Context: an optimization exercise on an open-source flow, tuned for small area. The choices shown serve that exercise and are no tape-out recipe.
Only simulation tests tie the RTL to the original design; equivalence was not proved.
Power is estimated from default activity; no workload was simulated.

**design.v**
```verilog
module pulse_gen
(
	input wire clk, rst,
	input wire instr_fifo_empty,
	input wire [31:0] instr_fifo_data,
	output wire instr_fifo_read,
	input wire pulse_fifo_empty,
	input wire [31:0] pulse_fifo_data,
	output wire pulse_fifo_read,
	output wire [255:0] m_axis_tdata,
	output wire m_axis_tvalid,
	input wire m_axis_tready,
	output wire [255:0] m0_axis_tdata,
	output wire m0_axis_tvalid,
	input wire m0_axis_tready,
	output wire [7:0] state_out,
	output wire busy
);
localparam [3:0] S_IDLE = 0, S_RST_READ = 1, S_READ = 2, S_WAIT_TICK = 3,
                 S_WAIT_PULSE = 4, S_TOGGLE_END = 5, S_SS_1 = 6, S_SS_2 = 7,
                 S_SS_3 = 8, S_SS_4 = 9, S_SS_5 = 10, S_SS_6 = 11,
                 S_SS_WAIT = 12, S_WAIT_CLEAR = 13, S_SS_SYNC_SEND = 14,
                 S_TOGGLE_SEND = 15;
reg [3:0] state;
reg is_phase_meas_mode;
reg [15:0] amplitude;
reg [15:0] pulse_len_reg;
reg [23:0] clock_period;
reg [45:0] main_clock;
reg rst_clock;
reg [15:0] cnt;           
reg [3:0] fine_delay;
reg [7:0] dead_pulses, dead_pulses_reg;
reg [16:0] samples;       
reg [15:0] mask;          
reg m0_on;
assign m_axis_tvalid = 1'b1;
assign m0_axis_tvalid = 1'b1;
assign state_out = {4'b0, state};
assign busy = (state != S_IDLE) || is_phase_meas_mode;
assign instr_fifo_read = (state == S_RST_READ);
assign pulse_fifo_read = (state == S_SS_2) || (state == S_WAIT_CLEAR);
wire clock_tick = main_clock == 0;
wire clock_pre_tick = main_clock >= ({22'b0, clock_period} - 46'd1);
function [15:0] len_mask;
input [15:0] n;
begin
	len_mask = (n[15:4] != 0) ? 16'hFFFF : ~(16'hFFFF >> n[3:0]);
end
endfunction
wire [15:0] pulse_mask = len_mask(pulse_len_reg);
wire [15:0] out_mask = is_phase_meas_mode ? (clock_tick ? pulse_mask : 16'h0) : mask;
wire [15:0] m0_mask = m0_on ? pulse_mask : 16'h0;
genvar g;
generate
	for (g = 0; g < 16; g = g + 1) begin : lanes
		assign m_axis_tdata[g*16 +: 16] = out_mask[g] ? amplitude : 16'h0;
		assign m0_axis_tdata[g*16 +: 16] = m0_mask[g] ? amplitude : 16'h0;
	end
endgenerate
wire [7:0] cmd = instr_fifo_data[31:24];
wire cnt_zero = (cnt == 0);
wire [15:0] cnt_dec = cnt - 16'd1;
wire samples_last = (samples[16:5] == 0);
wire [15:0] samples_tail = samples[4] ? ~(16'hFFFF >> samples[3:0]) : 16'h0;
always @(posedge clk or negedge rst) begin
	if (!rst) begin
		state <= S_IDLE;
		is_phase_meas_mode <= 0;
		amplitude <= 16'h7FFF;
		pulse_len_reg <= 18;
		clock_period <= 10;
		rst_clock <= 0;
		cnt <= 0;
		fine_delay <= 0;
		dead_pulses <= 0;
		dead_pulses_reg <= 0;
		samples <= 0;
		mask <= 0;
		m0_on <= 0;
	end
	else begin
		rst_clock <= 0;
		m0_on <= 0;
		case (state)
			S_IDLE: begin
				mask <= 0;
				if (!instr_fifo_empty) state <= S_RST_READ;
			end
			S_RST_READ: state <= S_READ;
			S_READ: begin
				state <= S_IDLE;
				case (cmd)
					8'd0: begin
						rst_clock <= 1;
						mask <= pulse_mask;
					end
					8'd1: begin
						cnt <= instr_fifo_data[23:8];
						fine_delay <= instr_fifo_data[3:0];
						state <= S_WAIT_TICK;
					end
					8'd2: clock_period <= instr_fifo_data[23:0];
					8'd3: is_phase_meas_mode <= 1;
					8'd4: is_phase_meas_mode <= 0;
					8'd5: begin
						cnt <= instr_fifo_data[15:0];
						is_phase_meas_mode <= 0;
						state <= S_TOGGLE_END;
					end
					8'd6: begin
						cnt <= instr_fifo_data[15:0];
						dead_pulses <= instr_fifo_data[23:16];
						dead_pulses_reg <= instr_fifo_data[23:16];
						state <= S_SS_1;
					end
					8'd7: if (!pulse_fifo_empty) state <= S_WAIT_CLEAR;
					8'd8: amplitude <= instr_fifo_data[15:0];
					8'd9: pulse_len_reg <= instr_fifo_data[15:0];
					default: ;
				endcase
			end
			S_WAIT_CLEAR: if (pulse_fifo_empty) state <= S_IDLE;
			S_TOGGLE_END, S_SS_1: begin
				if (cnt_zero) begin
					mask <= 0;
					if (state == S_TOGGLE_END || pulse_fifo_empty) state <= S_IDLE;
					else state <= S_SS_WAIT;
				end
				else if (clock_pre_tick) begin
					cnt <= cnt_dec;
					samples <= {1'b0, pulse_len_reg};
					mask <= pulse_mask;
					state <= (state == S_TOGGLE_END) ? S_TOGGLE_SEND : S_SS_SYNC_SEND;
				end
				else if (state == S_TOGGLE_END) mask <= 0;
			end
			S_TOGGLE_SEND, S_SS_SYNC_SEND, S_SS_6: begin
				if (samples_last) begin
					mask <= samples_tail;
					if (state == S_TOGGLE_SEND) state <= S_TOGGLE_END;
					else if (state == S_SS_SYNC_SEND) state <= S_SS_1;
					else if (!pulse_fifo_empty) state <= S_SS_2;
					else state <= S_IDLE;
				end
				else begin
					samples <= samples - 17'd16;
					mask <= 16'hFFFF;
				end
			end
			S_SS_WAIT: begin
				if (dead_pulses == 0) state <= S_SS_2;
				else if (clock_tick) begin
					dead_pulses <= dead_pulses - 1;
					if (dead_pulses == (dead_pulses_reg >> 1)) m0_on <= 1;
				end
			end
			S_SS_2: begin
				mask <= 0;
				state <= S_SS_3;
			end
			S_SS_3: begin
				cnt <= pulse_fifo_data[23:8];
				fine_delay <= pulse_fifo_data[3:0];
				state <= S_SS_4;
			end
			S_SS_4, S_SS_5, S_WAIT_TICK, S_WAIT_PULSE: begin
				if (clock_pre_tick || state == S_SS_5 || state == S_WAIT_PULSE) begin
					if (cnt_zero) begin
						if (state == S_SS_4 || state == S_SS_5) begin
							mask <= pulse_mask >> fine_delay;
							samples <= {1'b0, pulse_len_reg} + fine_delay;
							state <= S_SS_6;
						end
						else begin
							mask <= 16'hFFFF >> fine_delay;
							state <= S_IDLE;
						end
					end
					else begin
						cnt <= cnt_dec;
						if (state == S_SS_4) state <= S_SS_5;
						else if (state == S_WAIT_TICK) state <= S_WAIT_PULSE;
					end
				end
			end
		endcase
	end
end
always @(posedge clk or negedge rst) begin
	if (!rst) main_clock <= 0;
	else if (rst_clock || clock_pre_tick) main_clock <= 0;
	else main_clock <= main_clock + 1;
end
endmodule
```
**run.sh**
```bash
#!/bin/bash
# synth_recipe.tcl (not shown) runs the flow's synth.tcl, then flattens the netlist and writes it again
# the make line also repeats each setting of config.mk as NAME=value (left out here)
make -C /OpenROAD-flow-scripts/flow DESIGN_CONFIG=/design/flow/config.mk WORK_HOME=/design/flow/orfs CLKGATE_MAP_FILE= SYNTH_SCRIPT=/design/flow/synth_recipe.tcl finish
```
**config.mk**
```make
export PLATFORM = sky130hd
export DESIGN_NAME = pulse_gen
export DESIGN_NICKNAME = pulse_gen
export VERILOG_FILES = /design/flow/design.v
export SDC_FILE = /design/flow/constraint.sdc
export NUM_CORES = 4
export LEC_CHECK = 0
export CAP_MARGIN = 20
export CORE_MARGIN = 2
export CORE_UTILIZATION = 30
export SLEW_MARGIN = 20
```
**constraint.sdc**
```tcl
create_clock -name core_clock -period 10.0 [get_ports {clk}]
set_input_delay 2.0000 -clock core_clock [delete_from_list [all_inputs] [get_ports {clk}]]
set_output_delay 2.0000 -clock core_clock [all_outputs]
set_load 0.01 [all_outputs]
```
==> results.cfg <==
[run_status]
status = complete, no violations

[logic_synthesis]
syn_area_per_cell_um2 = 7.76
synth_top_area_share_pct = 24.9
synthSimpleGateAreaFrac_pct = 36.5
syn_area_um2 = 15900
synth.most_common_cell = nor2_1
synth_commonest_cells = 225 x nor2_1, 200 x and2_1, 158 x dfrtp_1, 149 x and3_1, 142 x clkbuf_1
synth_top_family_by_area = simple AND/OR/NAND/NOR gates
synth_compound_area_share_pct = 14.5
ys_ff_latch = 177
synth_edf_count = 0
yosysWarnings = 1
synth-async-reset-ratio_pct = 100
yosysSeqAreaShare_pct = 28.0
synth_cell_type_count = 90
synth_area_leaders = dfrtp_1 25%, and2_1 7.9%, and3_1 5.9%, nor2_1 5.3%, nor2b_1 5.0%
ys.flop_type = dfrtp_1
muxShareOfSynthArea_pct = 6.24
synthXorXnorAreaFrac_pct = 4.46
synth_top_area_cell = dfrtp_1
synth_adder_area_share_pct = 4.73
synthCells = 2050

[worst_setup_path]
cp_slowest_stage_delay_ns = 0.83
timing.rr.start = clock_period[0]
critPathBufInv = 2
path_class = flop to primary output
crit_family = simple AND/OR/NAND/NOR gates
cp.arrival_ns = 4.77
cp_max_fo = 27
reg2reg_slack_ns = 4.03
crit_slowest_cell = nor2_2
startpoint_type = flop
crit_chain = or4_4 -> or3_1 -> buf_4 -> nor2_2 -> nor2_1 -> and3_1 -> a21oi_2 -> nor2b_1 -> clkdlybuf4s50_1
crit_path_end_kind = primary output
ff2ff_path_depth = 16
rr_endpoint = mask[15]
critPathRequiredTime_ns = 8.00

[cells_and_area]
drive_above_1_share_pct = 8.04
largest_reg_flops = 46
area_growth_syn_to_layout_pct = 42.8
largest_register = main_clock
top_regs = main_clock x46, clock_period x24, samples x17
fin_util_pct = 43.3
final_area_um2 = 22700
final_cells = 3205
fin_nets = 2629

[job]
drv_cap = 0

[route]
drc = 0
vias = 17200
via_per_inst = 5.37
postRouteWirelength_um = 73500
ant_nets = 0
drtIter0Drc = 1354
avgRoutedWirePerCell_um = 22.9
drtPass1Iterations = 5

[placed_design]
place_area_um2 = 22100
dp_hpwl_um = 53500
dpl.cell_count = 3170
place.port_buffers = 574
dp_slack_ns = 3.67
place_congestion = 0.961

[cts]
cts_made_buffers = 17
post_cts_resized = 0
ctsHoldBuffers = 0
tritoncts = yes
ctsLongestPathBuffers = 2
clkTransAtPathRegs_ns = 0.07
cts_root_buffer = clkbuf_16
post_cts_buffers = 0
cts_num_sinks = 177
h-tree-depth = 4
insertion_delay_ns = 0.45

[timing]
final.min_clock_period_ns = 6.77
fin_tns_setup_ns = 0
finalSetupViolCount = 0
setup_ws_ns = 3.23
fmax_ghz = 0.148
post-route-period-util_pct = 67.7
slew_headroom_pct = 24.2
fin_skew_ns = 0.0169
finalMaxSlewViolations = 0
grt_setup_unrepaired = false
final_hold_viol_count = 0
tightest_slew_ns = 1.14

[power]
power.leakage_uw = 0.00980
powerDensity_nw_per_um2 = 147
pwr-share-seq_pct = 32.0
peakVddDrop_mv = 0.131
internal_power_uw = 1850
power.switching_uw = 1500
p_comb_share_pct = 47.3
clock_power_share_pct = 20.7
netSwitchingFraction_pct = 44.8

[global_route]
grt_usage_pct = 25.4
grt_max_degree = 101
overflow = 0
grt_first_pass_wirelength_um = 104000
antenna_found_initial = 2
grt_pass1_vias = 15400

[floorplanning]
die-width_um = 234
fp.dieArea_um2 = 54900
ios = 595
core_area_um2 = 52400
fp.dieH_um = 234
initial_core_util_pct = 30.3
fp-row-count = 84

[hold_path]
hold_end = mask[3]
hp-class = flop to flop
worstHoldStart = mask[3]
min_path_cells = 2
[power groups by stage]
stage | combinational, uW | clock, uW | sequential (uW)
2_1_floorplan | 1180 | 0 | 975
3_3_place_gp | 1530 | 0 | 1070
3_5_place_dp | 1560 | 0 | 1070
4_1_cts | 1560 | 712 | 1060
5_1_grt | 1780 | 741 | 1090
6_report | 1580 | 695 | 1070
[kinds of logic (layout without fill, tap and decap cells)]
logic type	count (synthesis)	count (layout)
muxes	91	91
adders and majority gates	60	60
DFF	177	177
and+or+nand+nor	1066	1066
buffers and inverters	216	676
xor gates and xnor gates	81	81
other	2	9
AOI/OAI and AO/OA	357	357
[layout by cell type (no fill, tap or decap), types with 12 or more instances in the layout]
cell type,count
a21oi_1,88
nor2b_1,126
nand2_1,134
and3_1,149
clkbuf_16,19
dfstp_2,19
o21ai_0,111
and2_1,200
buf_4,23
inv_1,44
nand3_1,43
xor2_1,41
xnor2_1,40
clkdlybuf4s50_1,573
nor4_1,24
mux2_2,66
nor2_1,225
or3_1,18
mux2i_1,25
nand4_1,27
nor3_1,42
ha_1,57
dfrtp_1,156
a22o_1,12
[worst max path at each step]
stage | startpoint | end | slack, ns | cells after the start
5_1_grt | pulse_len_reg[10] | m_axis_tdata[65] | 3.04 | 9
2_1_floorplan | pulse_len_reg[6] | m_axis_tdata[213] | 5.52 | 9
3_5_place_dp | pulse_len_reg[10] | m_axis_tdata[74] | 3.67 | 9
4_1_cts | pulse_len_reg[10] | m_axis_tdata[74] | 3.18 | 9
3_3_place_gp | pulse_len_reg[10] | m_axis_tdata[67] | 3.75 | 9
6_report | pulse_len_reg[10] | m_axis_tdata[74] | 3.23 | 9
[per-stage QoR]
stage                     hold slack, ns  power (uW)
after floorplan                    0.450        2150
after global placement             0.469        2590
after detailed placement           0.483        2630
after CTS                          0.496        3340
after global routing               0.527        3610
final                              0.494        3350
[final cells by class]
class,count,area (um^2)
Antenna cell,3,7.51
Clock buffer,19,475
Clock inverter,13,118
Fill cell,5110,29700
Inverter,46,173
Multi-Input combinational cell,1661,10700
Sequential cell,177,4460
Tap cell,688,861
Timing Repair Buffer,598,5930
[metal layers]
layer	track usage (%)	share of wire (%)
met3	3.42	7.1
met5	0	0
met1	33.4	42
met2	41.6	47
met4	11.1	3.9
[tightest hold or removal path, delay by kind of cell (launching register included)]
| family | cells | cell delay, ns |
|---|---|---|
| DFF | 1 | 0.35 |
| AOI/OAI and AO/OA | 1 | 0.05 |
| and+or+nand+nor | 1 | 0.05 |

[separate check: timing with driven ports]
The flow's constraints put no driver on any port. The routed layout listed below was extracted and timed again, unchanged, in two steps. Step 1: set_driving_cell puts a clkbuf_16 on clk and a buf_2 on each other input, an assumption about the parent block. Step 2 adds t to the input delays and takes it off the output delays; t is the mean of the earliest and latest rising clock arrival at the registers after step 1. Input paths then give back, and output paths get back, about the clock's delay inside the block. Three values: ideal, step 1, step 2; two values: the first two.
t (ns): 0.495
setup WS [ns]: 3.225 / 3.176 / 3.671
worst register clock-pin slew, ns: 0.08 / 0.08
After both steps setup and hold are still met in this run. The setup slack of this run moves by -0.049 ns with the drivers and by +0.446 ns with both steps.
